Background: an optimization exercise with open tools, aiming at small area, a short achievable clock period and few clock cycles. Do not read the settings as production practice. Only simulation tests tie the RTL to the original design; equivalence was not proved. Power and IR drop assume default switching activity.

$ cat flow/run.sh
#!/bin/bash
# synth_recipe.tcl (not shown) runs the flow's synth.tcl, then flattens the netlist and writes it again
# the make line also repeats each setting of config.mk as NAME=value (left out here)
make -C /OpenROAD-flow-scripts/flow DESIGN_CONFIG=/design/flow/config.mk WORK_HOME=/design/flow/orfs CLKGATE_MAP_FILE= SYNTH_SCRIPT=/design/flow/synth_recipe.tcl finish
$ cat flow/config.mk
export PLATFORM = sky130hd
export DESIGN_NAME = PipelinedCPU
export DESIGN_NICKNAME = PipelinedCPU
export VERILOG_FILES = /design/flow/design.v
export SDC_FILE = /design/flow/constraint.sdc
export NUM_CORES = 4
export LEC_CHECK = 0
export CAP_MARGIN = 40
export CORE_MARGIN = 2
export CORE_UTILIZATION = 30
export PLACE_DENSITY = 0.5
export SLEW_MARGIN = 40
$ cat flow/constraint.sdc
create_clock -name core_clock -period 125.0 [get_ports {clk}]
set_input_delay 25.0000 -clock core_clock [delete_from_list [all_inputs] [get_ports {clk}]]
set_output_delay 25.0000 -clock core_clock [all_outputs]
set_load 0.01 [all_outputs]
$ cat flow/design.v
module PipelinedCPU(halt, clk, rst,
                    imem_addr, imem_rdata,
                    dmem_addr, dmem_wdata, dmem_we, dmem_rdata);
   output        halt;
   input         clk, rst;
   output [31:0] imem_addr;
   input  [31:0] imem_rdata;
   output [31:0] dmem_addr;
   output [31:0] dmem_wdata;
   output        dmem_we;
   input  [31:0] dmem_rdata;
   reg  [31:2] pc;           
   reg  [31:0] ir;           
   reg         iv;           
   reg         halt_r;       
   reg         done;         
   reg  [31:0] m_res;        
   reg  [31:0] m_sd;         
   reg         m_we;         
   reg         m_wen;        
   reg         m_ld;         
   reg  [4:0]  m_rd;
   reg  [2:0]  m_f3;
   reg  [31:0] w_val;        
   reg         w_wen;
   reg         w_ld;
   reg  [4:0]  w_rd;
   reg  [2:0]  w_f3;
   reg         md_busy;
   reg  [2:0]  md_cnt;
   reg  [32:0] md_a;         
   reg  [31:0] md_b;         
   reg  [33:0] md_acc;       
   reg         md_negq, md_negr;
   assign halt       = halt_r;
   assign imem_addr  = {pc, 2'b00};
   assign dmem_addr  = m_res;
   assign dmem_wdata = m_sd;
   assign dmem_we    = m_we;
   wire [6:0] op  = ir[6:0];
   wire [2:0] f3  = ir[14:12];
   wire [4:0] rd  = ir[11:7];
   wire [4:0] rs1 = ir[19:15];
   wire [4:0] rs2 = ir[24:20];
   wire is_lui   = (op == 7'b0110111);
   wire is_auipc = (op == 7'b0010111);
   wire is_jal   = (op == 7'b1101111);
   wire is_jalr  = (op == 7'b1100111);
   wire is_br    = (op == 7'b1100011);
   wire is_ld    = (op == 7'b0000011);
   wire is_st    = (op == 7'b0100011);
   wire is_opi   = (op == 7'b0010011);
   wire is_op    = (op == 7'b0110011);
   wire is_md    = is_op & ir[25];
   wire is_zero  = (ir == 32'h00000000);
   wire use_rs1  = !(is_lui | is_auipc | is_jal);
   wire use_rs2  = is_op | is_st | is_br;
   wire wr_rd    = (is_lui | is_auipc | is_jal | is_jalr | is_ld | is_opi | is_op) && (rd != 5'd0);
   wire [31:0] imm_i = {{20{ir[31]}}, ir[31:20]};
   wire [31:0] imm_s = {{20{ir[31]}}, ir[31:25], ir[11:7]};
   wire [31:0] imm_u = {ir[31:12], 12'b0};
   wire [31:0] imm_b = {{20{ir[31]}}, ir[7], ir[30:25], ir[11:8], 1'b0};
   wire [31:0] imm_j = {{12{ir[31]}}, ir[19:12], ir[20], ir[30:21], 1'b0};
   wire [31:0] rf_a, rf_b;
   wire [31:0] w_data;
   RegFile RF(.AddrA(rs1), .DataOutA(rf_a),
              .AddrB(rs2), .DataOutB(rf_b),
              .AddrW(w_rd), .DataInW(w_data), .WenW(w_wen), .CLK(clk));
   wire fa_m = m_wen && (m_rd == rs1);
   wire fb_m = m_wen && (m_rd == rs2);
   wire fa_w = w_wen && (w_rd == rs1);
   wire fb_w = w_wen && (w_rd == rs2);
   wire [31:0] a  = fa_m ? m_res : fa_w ? w_data : rf_a;
   wire [31:0] bv = fb_m ? m_res : fb_w ? w_data : rf_b;
   wire ld_stall = m_ld && ((use_rs1 && fa_m) || (use_rs2 && fb_m));
   wire sltiu = is_opi && (f3 == 3'b011);
   wire [31:0] b = (is_op | is_br) ? bv :
                   is_st ? imm_s :
                   sltiu ? {20'b0, ir[31:20]} : imm_i;
   wire do_sub = is_br || ((is_op || is_opi) && (f3 == 3'b010 || f3 == 3'b011)) ||
                 (is_op && f3 == 3'b000 && ir[30]);
   wire [32:0] sum = {1'b0, a} + {1'b0, do_sub ? ~b : b} + {32'b0, do_sub};
   wire ltu = !sum[32];
   wire lt  = (a[31] ^ b[31]) ? a[31] : sum[31];
   wire eq  = (a == b);
   wire [31:0] sh_l = a << b[4:0];
   wire [31:0] sh_r = $signed({ir[30] & a[31], a}) >>> b[4:0];
   reg [31:0] alu;
   always @* begin
      case (f3)
        3'b000: alu = sum[31:0];
        3'b001: alu = sh_l;
        3'b010: alu = {31'b0, lt};
        3'b011: alu = {31'b0, ltu};
        3'b100: alu = a ^ b;
        3'b101: alu = sh_r;
        3'b110: alu = a | b;
        default: alu = a & b;
      endcase
   end
   reg taken;
   always @* begin
      case (f3)
        3'b000: taken = eq;
        3'b001: taken = !eq;
        3'b100: taken = lt;
        3'b101: taken = !lt;
        3'b110: taken = ltu;
        3'b111: taken = !ltu;
        default: taken = 1'b0;
      endcase
   end
   wire [31:0] pc4   = {pc, 2'b00};
   wire [31:0] pc_x  = pc4 - 32'd4;
   wire [31:0] pcrel = pc_x + (is_br ? imm_b : is_jal ? imm_j : imm_u);
   wire md_div  = f3[2];
   wire [2:0] md_k = md_busy ? md_cnt : 3'd0;
   wire md_last = md_div ? (md_k == 3'd7) : (md_k == 3'd3);
   wire mul_s = (f3 == 3'b001);
   wire [32:0] mul_a   = md_busy ? md_a : {mul_s & a[31], a};
   wire [31:0] mul_b   = md_busy ? md_b : bv;
   wire [33:0] mul_acc = md_busy ? md_acc : 34'd0;
   wire [8:0]  mul_c   = {mul_s & (md_k == 3'd3) & mul_b[7], mul_b[7:0]};
   wire signed [41:0] mul_sum = $signed({{8{mul_acc[33]}}, mul_acc}) +
                                $signed(mul_a) * $signed(mul_c);
   wire [31:0] mul_lo = {mul_sum[7:0], mul_b[31:8]};
   wire div_s = !f3[0];
   wire div_na = div_s & a[31];
   wire div_nb = div_s & bv[31];
   wire [31:0] div_ua = div_na ? (32'd0 - a) : a;
   wire [31:0] div_ub = div_nb ? (32'd0 - bv) : bv;
   wire [31:0] dv  = md_busy ? md_a[31:0] : div_ub;
   wire [31:0] dq0 = md_busy ? md_b : div_ua;
   wire [31:0] dr0 = md_busy ? md_acc[31:0] : 32'd0;
   wire [31:0] dr1, dr2, dr3, dr4;
   wire [31:0] dq1, dq2, dq3, dq4;
   DivStep DS1(.r(dr0), .q(dq0), .d(dv), .r_o(dr1), .q_o(dq1));
   DivStep DS2(.r(dr1), .q(dq1), .d(dv), .r_o(dr2), .q_o(dq2));
   DivStep DS3(.r(dr2), .q(dq2), .d(dv), .r_o(dr3), .q_o(dq3));
   DivStep DS4(.r(dr3), .q(dq3), .d(dv), .r_o(dr4), .q_o(dq4));
   wire negq = md_busy ? md_negq : ((div_na ^ div_nb) && (bv != 32'd0));
   wire negr = md_busy ? md_negr : div_na;
   wire [31:0] div_x   = f3[1] ? dr4 : dq4;
   wire        div_neg = f3[1] ? negr : negq;
   wire [31:0] div_res = div_neg ? (32'd0 - div_x) : div_x;
   wire [31:0] md_res = md_div ? div_res :
                        (f3[1:0] == 2'b00) ? mul_lo : mul_sum[39:8];
   wire x_go     = iv && !done;                   
   wire x_stall  = x_go && (ld_stall || is_zero || (is_md && !md_last));
   wire x_done   = x_go && !x_stall;                
   wire redirect = x_done && (is_jal || is_jalr || (is_br && taken));
   wire md_step  = x_go && is_md && !ld_stall;      
   wire [31:0] target = is_jalr ? {sum[31:1], 1'b0} : pcrel;
   wire [31:0] x_res = is_lui ? imm_u :
                       is_auipc ? pcrel :
                       (is_jal | is_jalr) ? pc4 :
                       (is_ld | is_st) ? sum[31:0] :
                       is_md ? md_res : alu;
   wire [31:0] st_data = (f3[1:0] == 2'b00) ? {{24{bv[7]}}, bv[7:0]} :
                         (f3[1:0] == 2'b01) ? {{16{bv[15]}}, bv[15:0]} : bv;
   wire [31:0] ld_val = (w_f3[1:0] == 2'b00) ? {{24{~w_f3[2] & w_val[7]}}, w_val[7:0]} :
                        (w_f3[1:0] == 2'b01) ? {{16{~w_f3[2] & w_val[15]}}, w_val[15:0]} : w_val;
   assign w_data = w_ld ? ld_val : w_val;
   always @(posedge clk or negedge rst) begin
      if (!rst) begin
         pc <= 30'd0;
         iv <= 1'b0;
         halt_r <= 1'b0;
         done <= 1'b0;
      end else begin
         halt_r <= iv & is_zero & !done;
         done <= done | (iv & is_zero);
         if (redirect) begin
            pc <= target[31:2];
            iv <= 1'b0;
         end else if (!x_stall) begin
            pc <= pc + 30'd1;
            iv <= 1'b1;
         end
      end
   end
   always @(posedge clk)
      if (!x_stall)
         ir <= imem_rdata;
   always @(posedge clk or negedge rst) begin
      if (!rst) begin
         m_we  <= 1'b0;
         m_wen <= 1'b0;
         m_ld  <= 1'b0;
      end else begin
         m_we  <= x_done & is_st;
         m_wen <= x_done & wr_rd;
         m_ld  <= x_done & is_ld;
      end
   end
   always @(posedge clk) begin
      m_res <= x_res;
      m_sd  <= st_data;
      m_rd  <= rd;
      m_f3  <= f3;
   end
   always @(posedge clk or negedge rst) begin
      if (!rst)
         w_wen <= 1'b0;
      else
         w_wen <= m_wen;
   end
   always @(posedge clk) begin
      w_val <= m_ld ? dmem_rdata : m_res;
      w_ld  <= m_ld;
      w_rd  <= m_rd;
      w_f3  <= m_f3;
   end
   always @(posedge clk or negedge rst) begin
      if (!rst) begin
         md_busy <= 1'b0;
         md_cnt  <= 3'd0;
      end else if (md_step) begin
         md_busy <= !md_last;
         md_cnt  <= md_k + 3'd1;
      end
   end
   always @(posedge clk)
      if (md_step) begin
         if (md_div) begin
            md_a    <= {1'b0, dv};
            md_b    <= dq4;
            md_acc  <= {2'b0, dr4};
            md_negq <= negq;
            md_negr <= negr;
         end else begin
            md_a    <= mul_a;
            md_b    <= mul_lo;
            md_acc  <= mul_sum[41:8];
         end
      end
endmodule  
module DivStep(r, q, d, r_o, q_o);
   input  [31:0] r, q, d;
   output [31:0] r_o, q_o;
   wire [32:0] sh   = {r, q[31]};
   wire [33:0] diff = {1'b0, sh} - {2'b0, d};
   wire        fit  = !diff[33];
   assign r_o = fit ? diff[31:0] : sh[31:0];
   assign q_o = {q[30:0], fit};
endmodule  
module RegFile(AddrA, DataOutA,
               AddrB, DataOutB,
               AddrW, DataInW, WenW, CLK);
   input  [4:0]  AddrA, AddrB, AddrW;
   output [31:0] DataOutA, DataOutB;
   input  [31:0] DataInW;
   input         WenW, CLK;
   reg [31:0] Mem [1:31];
   assign DataOutA = (AddrA == 5'd0) ? 32'h00000000 : Mem[AddrA];
   assign DataOutB = (AddrB == 5'd0) ? 32'h00000000 : Mem[AddrB];
   always @(posedge CLK)
     if (WenW && AddrW != 5'd0)
       Mem[AddrW] <= DataInW;
endmodule  
==> run notes <==
Worst Skew: 0.0686 ns
# fillers: 31100
Syn Std Cell Area: 0.0938 sq mm
Setup_tns: 0 ns
Core area: 0.311 sq mm
Cell family with most CP delay: flip-flops
Number of max-cap violations: 0
Final worst-path cycle share: 0.218
CP arrival: 2.25 ns
Max VDD drop: 0.0237 mV
IO Port Bufs: 161
Total number of vias: 77500
Yosys top cell area share: 0.360
Setup CP Type: register to output pin
Area growth, synth to finish: 13.4%
Most Used Layer, Global Route: met2
Worst slew margin: 0.333
Overall routing resource usage: 0.271
FF-to-FF setup slack: 100.09 ns
Final setup vio count: 0
Post CTS Setup Buffer Count: 0
Worst Setup End Kind: output pin
Crit path max fanout: 4
Post-DP HPWL: 319000 microns
Clock Tree Root: clkbuf_16
Share of layout cells above drive strength 1: 0.149
Synthesized area per cell: 10.9 sq um
Distinct cells, synth: 106
Leakage power total: 39.4 nW
GRT met2 Usage: 0.448
Leading cell type in the layout, fill and taps excluded: edfxtp_1
Outcome: timing/DRC/antenna clean
Cell Pwr Density: 27.0 mW/mm^2
Die Span X: 563 microns
Buf/Inv on CP: 1
Hold depth: 0
Met1 usage: 0.322
Post-Route WL: 442000 microns
Full die area: 0.317 sq mm
HP Class: register to register
Synth warnings: 2
Synth top area cells: edfxtp_1 36%, mux4_2 11%, fa_1 6.0%
Period minus WS final: 27.25 ns
Sequential share of the synthesized area: 0.397
Crit-path cells: clkdlybuf4s50_1
Post-synthesis instance total: 8598
Reg-to-Reg End: m_res[24]
Number of antenna violations at the first check in global routing: 34
Cts hold-fix bufs: 0
Post-Route Utilization: 0.342
Residual DRC: 0
Global-route wire length before repair: 607000 microns
EDFF count, synth: 1125
CTS max path bufs: 4
H-tree Lvls: 4
PostCTS Resize Cnt: 0
Unrepaired setup endpoints after global routing: no
Asr flop ratio synth: 0.0318
Hold Path Sink: w_f3[2]
Post-synth top area cell: edfxtp_1
Pin count of the biggest net entering global routing: 96
CTS Buf Count: 154
Sink Count: 1289
FP Rows: 205
Fmax: 36.7 MHz
Hold Vio Cnt, Final: 0
Crit-path slowest cell: dfxtp_1
Post-route antenna net violation count: 0
Startpoint Class: register
Pins Over Slew Limit: 0
CP required: 100.00 ns
Hold Startpoint: m_f3[2]
Total grt overflow: 0
# IOs: 164
Commonest register cell after synthesis: edfxtp_1
Register area: 0.0373 sq mm
Vias per Instance: 5.96
Met3 Track Usage GR: 0.0494
Gp weighted congestion: 1.02
TritonRoute pass-1 iters: 6
Routed WL per cell: 34.0 microns
Vias in the first global route: 76100
CTS tree: done
Clock transition at path regs: 0.06 ns
Multi-input gate area: 0.0530 sq mm
1st-iter DRT viols: 8916
Worst slew pin tran: 0.990 ns
Final cell count without fillers: 13000
R2r worst-path depth: 72
Clk latency of the worst-skew pair: 0.86 ns
Most frequent cells in the layout: 1125 x edfxtp_1, 853 x nand2_1, 679 x nor2_1
Inst Count DP: 12700
Starting Density: 0.301
Final nets: 9456
Slowest stage delay, CP: 0.78 ns
Die height: 563 microns
Synthesized flop and latch total: 1289
## through the flow
step | hold slack [ns] | total power, mW | setup WS (ns) | instance area (sq um)
floorplan | 0.310 | 1.66 | 99.55 | 93800
global placement | 0.313 | 2.36 | 98.60 | 101000
detailed placement | 0.316 | 2.37 | 98.60 | 101000
CTS | 0.336 | 2.82 | 97.75 | 106000
global route | 0.341 | 3.01 | 97.81 | 106000
finish | 0.336 | 2.87 | 97.75 | 106000
## power by group
part	total, mW	internal [mW]	switching, mW	leakage, nW
Clock	0.445	0.253	0.192	2.34
Combinational	1.88	0.615	1.27	25.3
Sequential	0.539	0.515	0.0242	11.8
## layout make-up
type / instances / share of cell area
clock inverters: 72 / 0.00600
repair buffers: 489 / 0.0392
clock buffers: 197 / 0.0392
multi-input cells: 6301 / 0.498
diodes: 17 / 0.000400
well taps: 4140 / 0.0487
inverters: 491 / 0.0174
flip-flops and latches: 1289 / 0.351
## layer usage
layer / share of wire / vias up
met2: 0.47 / 4146
met3: 0.079 / 1170
met1: 0.37 / 39600
met5: 0.00037 / -
li1: - / 32500
met4: 0.079 / 22
## sequential cells by signal (all words and copies together) (netlist names), 5 cells and up, named ones only
signal,count
md_b,32
ir,32
pc,30
w_rd,5
m_rd,5
w_val,32
m_sd,32
m_res,32
md_acc,34
RF.Mem,992
md_a,33
## cells in the mapped netlist (93+ instances only)
cell type / n
a211oi_1: 134
a21o_1: 137
a21oi_1: 554
and2_1: 110
clkbuf_1: 325
dfxtp_1: 123
edfxtp_1: 1125
fa_1: 281
ha_1: 383
inv_1: 481
mux2i_1: 315
mux4_2: 453
nand2_1: 856
nand2b_1: 93
nand3_1: 123
nor2_1: 720
nor3_1: 105
o21ai_0: 453
xnor2_1: 215
xor2_1: 111
## worst max path at each step
stage	end	cells after the start	from
after global placement	dmem_addr[16]	1	m_res[16]
after global routing	dmem_addr[16]	1	m_res[16]
after CTS	dmem_addr[16]	1	m_res[16]
after detailed placement	dmem_addr[16]	1	m_res[16]
after floorplan	imem_addr[12]	0	pc[12]
final	dmem_addr[16]	1	m_res[16]
## kinds of logic after synthesis
family / count (synthesis) / share of synthesized area
adder cells (fa/ha/maj): 664 / 0.111
AO/OA/AOI/OAI: 2131 / 0.149
multiplexers: 872 / 0.157
AND/OR/NAND/NOR: 2305 / 0.110
XOR/XNOR: 327 / 0.0306
buffers and inverters: 1009 / 0.0447
other: 1 / 0.0000400
flip-flops: 1289 / 0.397
Testbench counts, summed over its fixed seeds: cycles 53,052.

## what the ideal ports hide
No port has a modelled driver above. Below, the same layout with a new extraction and two added sets of constraints. Step 1 assumes that a clkbuf_16 drives the clock port and a buf_2 every other input. Step 2 times the ports against the registers' clock, not the clock port: input delays grow and output delays shrink by t, the midpoint of the rising clock arrivals with the driver on. Three values: ideal ports, drivers, drivers and shift; two values: the first two.
t, ns: 0.915
setup slack, ns: 97.746 / 97.655 / 98.570
hold WS [ns]: 0.336 / 0.336 / 0.336
worst register clock-pin slew, ns: 0.07 / 0.07
After both steps this run still meets setup and hold. For this run, drivers alone change the setup slack by -0.091 ns; drivers and shift together by +0.824 ns.
